Context: an optimization exercise on an open-source flow, tuned for a short achievable clock period and few clock cycles. The choices shown serve that exercise and are no tape-out recipe.
Function was checked by simulation only, so behaviour that the tests miss may differ from the original.

==> branch amber <==
## DataPath
module DataPath(
   input clk,
   input rst,
   input [31:0] DataMem_out,
   output memory_write,
   output [31:0] RS2ALU_Mux_Out,
   output [1:0] MemSize,
   output [31:0] Mem_Addr,
   output memory_unsigned
);
    function [31:0] expand;
        input [15:0] c;
        reg [4:0] rdp, rs2p, rd, rs2;
        begin
            rdp  = {2'b01, c[4:2]};
            rs2p = {2'b01, c[4:2]};
            rd   = c[11:7];
            rs2  = c[6:2];
            expand = 32'h00000013;  
            case ({c[15:13], c[1:0]})
                5'b000_00:  
                    expand = {2'b0, c[10:7], c[12:11], c[5], c[6], 2'b00, 5'd2, 3'b000, rdp, 7'b0010011};
                5'b010_00:  
                    expand = {5'b0, c[5], c[12:10], c[6], 2'b00, 2'b01, c[9:7], 3'b010, rdp, 7'b0000011};
                5'b110_00:  
                    expand = {5'b0, c[5], c[12], rs2p, 2'b01, c[9:7], 3'b010, c[11:10], c[6], 2'b00, 7'b0100011};
                5'b000_01:  
                    expand = {{7{c[12]}}, c[6:2], rd, 3'b000, rd, 7'b0010011};
                5'b001_01:  
                    expand = {c[12], c[8], c[10:9], c[6], c[7], c[2], c[11], c[5:3], c[12], {8{c[12]}}, 5'd1, 7'b1101111};
                5'b010_01:  
                    expand = {{7{c[12]}}, c[6:2], 5'd0, 3'b000, rd, 7'b0010011};
                5'b011_01:
                    if (rd == 5'd2)  
                        expand = {{3{c[12]}}, c[4:3], c[5], c[2], c[6], 4'b0000, 5'd2, 3'b000, 5'd2, 7'b0010011};
                    else  
                        expand = {{15{c[12]}}, c[6:2], rd, 7'b0110111};
                5'b100_01:
                    case (c[11:10])
                        2'b00: expand = {7'b0000000, c[6:2], 2'b01, c[9:7], 3'b101, 2'b01, c[9:7], 7'b0010011};  
                        2'b01: expand = {7'b0100000, c[6:2], 2'b01, c[9:7], 3'b101, 2'b01, c[9:7], 7'b0010011};  
                        2'b10: expand = {{7{c[12]}}, c[6:2], 2'b01, c[9:7], 3'b111, 2'b01, c[9:7], 7'b0010011};  
                        default:
                            case (c[6:5])
  ...
Settings: LEC_CHECK=0, CAP_MARGIN=20, CORE_MARGIN=2, CORE_UTILIZATION=35, PLACE_DENSITY=0.55, SLEW_MARGIN=20; clock period 20.0 ns.
standard.sh (not shown) runs the stock make flow with config.mk's settings and CLKGATE_MAP_FILE= SYNTH_SCRIPT=/design/flow/synth_recipe.tcl, a recipe that flattens the netlist after the stock synthesis.
==> flow/flow/run.sh <==
#!/bin/bash
# The standard layout (standard.sh), with one change: repair_timing in the
# floorplan, CTS and global-route steps aims for SETUP_SLACK_MARGIN ns of setup
# slack instead of 0, so the resizer also works on paths that meet the 20 ns
# clock, which set the achieved period. The SDC, the clock and the steps are
# the standard ones.
set -euo pipefail
export SETUP_SLACK_MARGIN=15
bash standard.sh finish > flow_standard.log 2>&1
==> inputs of branch onyx, as changes to branch amber <==
--- a/flow/design.v
+++ b/flow/design.v
@@ -134,47 +134,31 @@
     end
     wire [31:0] fword = chit ? cdata : DataMem_out;
     reg [15:0] q     [0:NQ-1];
     reg        s_pt  [0:NQ-1];    
     reg [31:1] s_tgt [0:NQ-1];    
     reg        s_hi  [0:NQ-1];    
     reg        s_hit [0:NQ-1];    
     reg [2:0]  s_hix [0:NQ-1];    
-    reg        s_pd  [0:NQ-1];    
     reg [3:0]  occ;
     reg [31:0] d_pc;
     wire [31:0] d_pc2 = d_pc + 32'd2;
     wire [31:0] d_pc4 = d_pc + 32'd4;
     wire [15:0] h0 = q[0];
     wire [15:0] h1 = q[1];
     wire        h32     = (h0[1:0] == 2'b11);
     wire        d_avail = (occ != 4'd0) && (!h32 || occ >= 4'd2);
     wire [31:0] di      = h32 ? {h1, h0} : expand(h0);
     wire        d_pt    = h32 ? s_pt[1] : s_pt[0];
     wire [31:0] d_ptgt  = {(h32 ? s_tgt[1] : s_tgt[0]), 1'b0};
     wire        d_hi    = h32 ? s_hi[1] : s_hi[0];
     wire        d_hit   = h32 ? s_hit[1] : s_hit[0];
     wire [2:0]  d_hix   = h32 ? s_hix[1] : s_hix[0];
     wire        d_bad   = h32 & s_pt[0];     
-    reg        e_valid;
-    reg [31:0] e_r1, e_r2, e_imm, e_boff, e_link, e_pc, e_pnext;
-    reg [4:0]  e_rd;
-    reg        e_we, e_load, e_store, e_branch, e_jal, e_jalr, e_auipc;
-    reg [2:0]  e_f3, e_fn;
-    reg        e_sub, e_sra, e_op2imm, e_usepre;
-    reg        e_faM, e_faW, e_fbM, e_fbW;
-    reg        e_pt, e_bad, e_h32, e_hi, e_hit, e_dpred, e_addi;
-    reg [31:0] e_auv;
-    reg [2:0]  e_hix;
-    reg        m_we, m_load;
-    reg [4:0]  m_rd;
-    reg [31:0] m_res;
-    reg        m_tchk;             
-    reg [31:0] m_ttgt, m_tpn;
     wire [6:0] opc = di[6:0];
     wire [4:0] d_rd  = di[11:7];
     wire [2:0] d_f3  = di[14:12];
     wire [4:0] d_rs1 = di[19:15];
     wire [4:0] d_rs2 = di[24:20];
     wire d_lui    = (opc == 7'b0110111);
     wire d_auipc  = (opc == 7'b0010111);
     wire d_jal    = (opc == 7'b1101111) & ~d_bad;
@@ -201,49 +185,18 @@
     wire        r_jal  = h32 & (h0[6:0] == 7'b1101111);
     wire        r_br   = h32 & (h0[6:0] == 7'b1100011);
     wire        r_cj   = ~h32 & (c_op == 5'b001_01 || c_op == 5'b101_01);
     wire        r_cb   = ~h32 & (c_op == 5'b110_01 || c_op == 5'b111_01);
     wire [31:0] t_j32  = d_pc + {{12{h1[15]}}, h0[15:12], h1[3:0], h1[4], h1[14:5], 1'b0};
     wire [31:0] t_b32  = d_pc + {{20{h1[15]}}, h0[7], h1[14:9], h0[11:8], 1'b0};
     wire [31:0] t_cj   = d_pc + {{20{h0[12]}}, h0[12], h0[8], h0[10:9], h0[6], h0[7], h0[2], h0[11], h0[5:3], 1'b0};
     wire [31:0] t_cb   = d_pc + {{23{h0[12]}}, h0[12], h0[6:5], h0[2], h0[11:10], h0[4:3], 1'b0};
-    wire        r_jr32 = h32 & (h0[6:0] == 7'b1100111);
-    wire        r_jr16 = ~h32 & (h0[15:13] == 3'b100) & (h0[6:0] == 7'b0000010) & (h0[11:7] != 5'd0);
-    wire [4:0]  jr_rs1 = h32 ? {h1[3:0], h0[15]} : h0[11:7];
-    wire        jr_e   = e_valid & e_we & (e_rd == jr_rs1);
-    wire        r_jra  = (r_jr32 | r_jr16) & jr_e & e_auipc;
-    wire        r_jrb  = r_jr16 & jr_e & e_addi & e_faM;
-    wire [31:0] t_jra  = e_auv + (h32 ? {{20{h1[15]}}, h1[15:4]} : 32'd0);
-    wire [31:0] t_jrb  = m_res + e_imm;
-    wire        d_early  = d_fire & ~d_pt & ~d_bad & (r_jal | r_cj | (r_br & h1[15]) | (r_cb & h0[12]) | r_jra | r_jrb);
-    wire [31:0] d_etgt   = r_jal ? t_j32 : (r_br ? t_b32 : (r_cj ? t_cj : (r_cb ? t_cb :
-                           {(r_jra ? t_jra[31:1] : t_jrb[31:1]), 1'b0})));
-    wire [15:0] n0     = h32 ? q[2] : q[1];
-    wire [15:0] n1     = h32 ? q[3] : q[2];
-    wire        n32    = (n0[1:0] == 2'b11);
-    wire [3:0]  nlen   = n32 ? 4'd2 : 4'd1;
-    wire        n_in   = occ >= (h32 ? 4'd2 : 4'd1) + nlen;
-    wire        n_pt1  = h32 ? s_pt[2] : s_pt[1];
-    wire        n_pt2  = h32 ? s_pt[3] : s_pt[2];
-    wire [4:0]  nc_op  = {n0[15:13], n0[1:0]};
-    wire        n_jal  = n32 & (n0[6:0] == 7'b1101111);
-    wire        n_br   = n32 & (n0[6:0] == 7'b1100011) & n1[15];
-    wire        n_cj   = ~n32 & (nc_op == 5'b001_01 || nc_op == 5'b101_01);
-    wire        n_cb   = ~n32 & (nc_op == 5'b110_01 || nc_op == 5'b111_01) & n0[12];
-    wire [31:0] n_pc   = h32 ? d_pc4 : d_pc2;
-    wire [31:0] tn_j32 = n_pc + {{12{n1[15]}}, n0[15:12], n1[3:0], n1[4], n1[14:5], 1'b0};
-    wire [31:0] tn_b32 = n_pc + {{20{n1[15]}}, n0[7], n1[14:9], n0[11:8], 1'b0};
-    wire [31:0] tn_cj  = n_pc + {{20{n0[12]}}, n0[12], n0[8], n0[10:9], n0[6], n0[7], n0[2], n0[11], n0[5:3], 1'b0};
-    wire [31:0] tn_cb  = n_pc + {{23{n0[12]}}, n0[12], n0[6:5], n0[2], n0[11:10], n0[4:3], 1'b0};
-    wire        n_early = d_fire & ~d_pt & ~d_bad & ~d_early & n_in & ~n_pt1 & ~(n32 & n_pt2) &
-                          (n_jal | n_br | n_cj | n_cb);
-    wire [31:0] n_etgt = n_jal ? tn_j32 : (n_br ? tn_b32 : (n_cj ? tn_cj : tn_cb));
-    wire        d_pd   = h32 ? s_pd[1] : s_pd[0];
-    wire [31:0] d_auv    = d_pc + {h1, h0[15:12], 12'b0};
+    wire        d_early  = d_fire & ~d_pt & ~d_bad & (r_jal | r_cj | (r_br & h1[15]) | (r_cb & h0[12]));
+    wire [31:0] d_etgt   = r_jal ? t_j32 : (r_br ? t_b32 : (r_cj ? t_cj : t_cb));
     wire [31:0] d_pnext  = d_early ? d_etgt : (d_pt ? d_ptgt : d_pcnext);
     wire d_use1 = ~(d_lui | d_auipc | d_jal);
     wire d_use2 = d_op | d_store | d_branch;
     wire d_we   = (d_lui | d_auipc | d_jal | d_jalr | d_load | d_opimm | d_op) && (d_rd != 5'd0) && !d_bad;
     wire [4:0] d_rs1x = d_lui ? 5'd0 : d_rs1;
     wire d_sub = d_op & di[30] & (d_f3 == 3'b000);
     wire d_sra = di[30];
     wire [2:0] d_fn = (d_lui) ? 3'b000 : d_f3;
@@ -254,16 +207,30 @@
     reg [31:0] w_data;
     always @(posedge clk) begin
         if (w_we) rf[w_rd] <= w_data;
     end
     wire [31:0] rf1 = (d_rs1x == 5'd0) ? 32'd0 : rf[d_rs1x];
     wire [31:0] rf2 = (d_rs2  == 5'd0) ? 32'd0 : rf[d_rs2];
     wire [31:0] d_r1 = (w_we && w_rd == d_rs1x) ? w_data : rf1;
     wire [31:0] d_r2 = (w_we && w_rd == d_rs2)  ? w_data : rf2;
+    reg        e_valid;
+    reg [31:0] e_r1, e_r2, e_imm, e_boff, e_link, e_pc, e_pnext;
+    reg [4:0]  e_rd;
+    reg        e_we, e_load, e_store, e_branch, e_jal, e_jalr, e_auipc;
+    reg [2:0]  e_f3, e_fn;
+    reg        e_sub, e_sra, e_op2imm, e_usepre;
+    reg        e_faM, e_faW, e_fbM, e_fbW;
+    reg        e_pt, e_bad, e_h32, e_hi, e_hit, e_dpred;
+    reg [2:0]  e_hix;
+    reg        m_we, m_load;
+    reg [4:0]  m_rd;
+    reg [31:0] m_res;
+    reg        m_tchk;             
+    reg [31:0] m_ttgt, m_tpn;
     wire late   = m_tchk & (m_ttgt != m_tpn);
     wire e_stall = e_valid & m_load & (e_faM | e_fbM);
     wire e_live = e_valid & ~late;
     wire e_go   = e_live & ~e_stall;
     wire [31:0] a  = e_faM ? m_res : (e_faW ? w_data : e_r1);
     wire [31:0] br = e_fbM ? m_res : (e_fbW ? w_data : e_r2);
     wire [31:0] b  = e_op2imm ? e_imm : br;
     wire [31:0] addr_sum = a + e_imm;
@@ -319,36 +286,36 @@
     wire [2:0] bt_wi = e_hit ? e_hix : (bt_same ? bp_idx : bt_rr);
     wire d_fire = d_avail & ~e_stall;
     wire [3:0] d_len = h32 ? 4'd2 : 4'd1;
     wire [3:0]  base   = occ - (d_fire ? d_len : 4'd0);
     wire        enq    = (chit | bfetch_r) & (base <= NQ - 2);
     wire [3:0]  f_inc  = enq ? (pt_lo ? 4'd1 : 4'd2) : 4'd0;
     wire [31:0] fa_nx  = hit ? {htgt, 1'b0} : (fa_r + 32'd4);
     wire [31:0] fa_cur = enq ? fa_nx : fa_r;
-    wire        fill   = enq & ~chit;     
+    wire        fill   = enq & ~chit & ~redirect;
     always @(posedge clk or posedge rst) begin
         if (rst) begin
             fa_r <= 32'd0; ic_rr <= 4'd0;
             for (k = 0; k < NC; k = k + 1) ic_v[k] <= 1'b0;
             occ <= 4'd0; d_pc <= 32'd0;
             e_valid <= 1'b0; m_we <= 1'b0; m_load <= 1'b0; w_we <= 1'b0; m_tchk <= 1'b0;
             bt_rr <= 3'd0; bp_v <= 1'b0;
             for (k = 0; k < NB; k = k + 1) bt_v[k] <= 1'b0;
         end else begin
-            fa_r <= redirect ? target : (d_early ? d_etgt : (n_early ? n_etgt : fa_cur));
+            fa_r <= redirect ? target : (d_early ? d_etgt : fa_cur);
             if (fill) begin
                 ic_v[ic_rr] <= 1'b1;
                 ic_rr <= ic_rr + 4'd1;
             end
             if (redirect) begin
                 occ <= 4'd0;
                 d_pc <= target;
             end else begin
-                occ <= d_early ? 4'd0 : (n_early ? nlen : base + f_inc);
+                occ <= d_early ? 4'd0 : base + f_inc;
                 if (d_fire) begin
                     d_pc <= d_pnext;
                 end
             end
             if (late || (e_go & e_bad)) begin
                 for (k = 0; k < NB; k = k + 1) bt_v[k] <= 1'b0;
                 bp_v <= 1'b0;
             end else begin
@@ -371,19 +338,16 @@
             ba_r <= addr_sum; bwr_r <= e_store; bsz_r <= e_f3[1:0]; buns_r <= e_f3[2];
             bfetch_r <= 1'b0;
         end else if (redirect) begin
             ba_r <= target; bwr_r <= 1'b0; bsz_r <= 2'b10;
             bfetch_r <= 1'b1;
         end else if (d_early) begin
             ba_r <= d_etgt; bwr_r <= 1'b0; bsz_r <= 2'b10;
             bfetch_r <= 1'b1;
-        end else if (n_early) begin
-            ba_r <= n_etgt; bwr_r <= 1'b0; bsz_r <= 2'b10;
-            bfetch_r <= 1'b1;
         end else begin
             ba_r <= fa_cur; bwr_r <= 1'b0; bsz_r <= 2'b10;
             bfetch_r <= 1'b1;
         end
     end
     integer i;
     always @(posedge clk) begin
         bp_inv <= ~bt_wr;
@@ -397,54 +361,48 @@
             bt_l2[bp_idx]  <= bp_l2;
         end
         for (i = 0; i < NQ; i = i + 1) begin
             if (i < base) begin
                 if (d_fire && h32) begin
                     if (i + 2 < NQ) begin
                         q[i] <= q[i+2]; s_pt[i] <= s_pt[i+2]; s_tgt[i] <= s_tgt[i+2];
                         s_hi[i] <= s_hi[i+2]; s_hit[i] <= s_hit[i+2]; s_hix[i] <= s_hix[i+2];
-                        s_pd[i] <= s_pd[i+2];
                     end
                 end else if (d_fire) begin
                     if (i + 1 < NQ) begin
                         q[i] <= q[i+1]; s_pt[i] <= s_pt[i+1]; s_tgt[i] <= s_tgt[i+1];
                         s_hi[i] <= s_hi[i+1]; s_hit[i] <= s_hit[i+1]; s_hix[i] <= s_hix[i+1];
-                        s_pd[i] <= s_pd[i+1];
                     end
                 end
-                if (n_early && i == nlen - 1) begin
-                    s_pt[i] <= 1'b1; s_tgt[i] <= n_etgt[31:1]; s_pd[i] <= 1'b1;
-                end
             end else if (i == base) begin
-                q[i] <= fword[15:0]; s_pt[i] <= pt_lo; s_tgt[i] <= htgt; s_pd[i] <= 1'b0;
+                q[i] <= fword[15:0]; s_pt[i] <= pt_lo; s_tgt[i] <= htgt;
                 s_hi[i] <= 1'b0; s_hit[i] <= hit; s_hix[i] <= hidx;
             end else if (i == base + 1) begin
-                q[i] <= fword[31:16]; s_pt[i] <= pt_hi; s_tgt[i] <= htgt; s_pd[i] <= 1'b0;
+                q[i] <= fword[31:16]; s_pt[i] <= pt_hi; s_tgt[i] <= htgt;
                 s_hi[i] <= 1'b1; s_hit[i] <= hit; s_hix[i] <= hidx;
             end
         end
         bwd_r <= br;     
         if (fill) begin
             ic_tag[ic_rr] <= fa_r[31:1];
             ic_d[ic_rr]   <= DataMem_out;
         end
     end
     always @(posedge clk) begin
         if (e_stall) begin
             e_r1 <= a; e_r2 <= br;
             e_faM <= 1'b0; e_faW <= e_faM; e_fbM <= 1'b0; e_fbW <= e_fbM;
         end else begin
         e_r1 <= d_r1; e_r2 <= d_r2; e_imm <= d_imm; e_boff <= d_boff;
         e_link <= d_pcnext; e_pc <= d_pc; e_pnext <= d_pnext;
-        e_pt <= d_pt | d_early; e_dpred <= d_early | (d_pt & d_pd); e_bad <= d_bad; e_h32 <= h32; e_hi <= d_hi;
+        e_pt <= d_pt | d_early; e_dpred <= d_early; e_bad <= d_bad; e_h32 <= h32; e_hi <= d_hi;
         e_hit <= d_hit; e_hix <= d_hix;
         e_rd <= d_rd; e_we <= d_we; e_load <= d_load; e_store <= d_store;
         e_branch <= d_branch; e_jal <= d_jal; e_jalr <= d_jalr; e_auipc <= d_auipc;
-        e_addi <= d_opimm & (d_f3 == 3'b000); e_auv <= d_auv;
         e_f3 <= d_f3; e_fn <= d_fn; e_sub <= d_sub; e_sra <= d_sra;
         e_op2imm <= d_op2imm; e_usepre <= d_auipc | d_jal | d_jalr;
         e_faM <= e_valid & e_we & d_use1 & (e_rd == d_rs1x);
         e_faW <= m_we & d_use1 & (m_rd == d_rs1x);
         e_fbM <= e_valid & e_we & d_use2 & (e_rd == d_rs2);
         e_fbW <= m_we & d_use2 & (m_rd == d_rs2);
         end
         m_rd <= e_rd; m_res <= e_res;
==> run summary <==
- Between branch amber and branch onyx, the lower flip-flop and latch count is in branch onyx (gap 29).
- Of branch amber and branch onyx, branch onyx has the higher core utilization (gap 0.35 points).
- In branch amber the setup slack is worse than in branch onyx, by 0.051 ns.
- Between branch onyx and branch amber, the lower cell count is in branch onyx (gap 7.0%, measured against branch amber).
- First-iteration DRC count: branch amber is larger than branch onyx (about 9%).
- Against branch onyx, the non-clock buffer count of branch amber is lower by 6.
- Between branch amber and branch onyx, the lower via count is in branch onyx (gap about 9%, measured against branch onyx).
- Against branch amber, the final area of branch onyx is lower by about 5%.
Testbench counts of branch amber, summed over its fixed seeds: cycles 14,842.
Testbench counts of branch onyx, summed over its fixed seeds: cycles 15,090.

==> re-timing with driven ports <==
Ports are ideal in the flow. The routed layouts listed here were re-timed in OpenROAD. Step 1 (the two cells are an assumption about what drives the block):
set clk [get_ports {clk}]
set_driving_cell -lib_cell sky130_fd_sc_hd__clkbuf_16 $clk
set_driving_cell -lib_cell sky130_fd_sc_hd__buf_2 [delete_from_list [all_inputs] $clk]
Step 2 adds t to the input delays and takes it off the output delays; t is the mean of the earliest and latest rising clock arrival at the registers after step 1. Input paths then give back, and output paths get back, about the clock's delay inside the block. a / b / c = ideal ports / drivers / drivers and shift; a / b = the first two.
| run | t (ns) | setup WS [ns] | hold slack, ns | worst slew at a driven data input, ns |
|---|---|---|---|---|
| branch amber | 1.138 | 14.259 / 14.121 / 13.852 | 0.340 / 0.340 / 0.340 | 0.11 |
| branch onyx | 1.141 | 14.310 / 14.244 / 13.966 | 0.340 / 0.340 / 0.340 | 0.04 |
After both steps every run listed still meets setup and hold. For branch amber, which loses most, drivers alone change the setup slack by -0.138 ns; drivers and shift together by -0.407 ns.
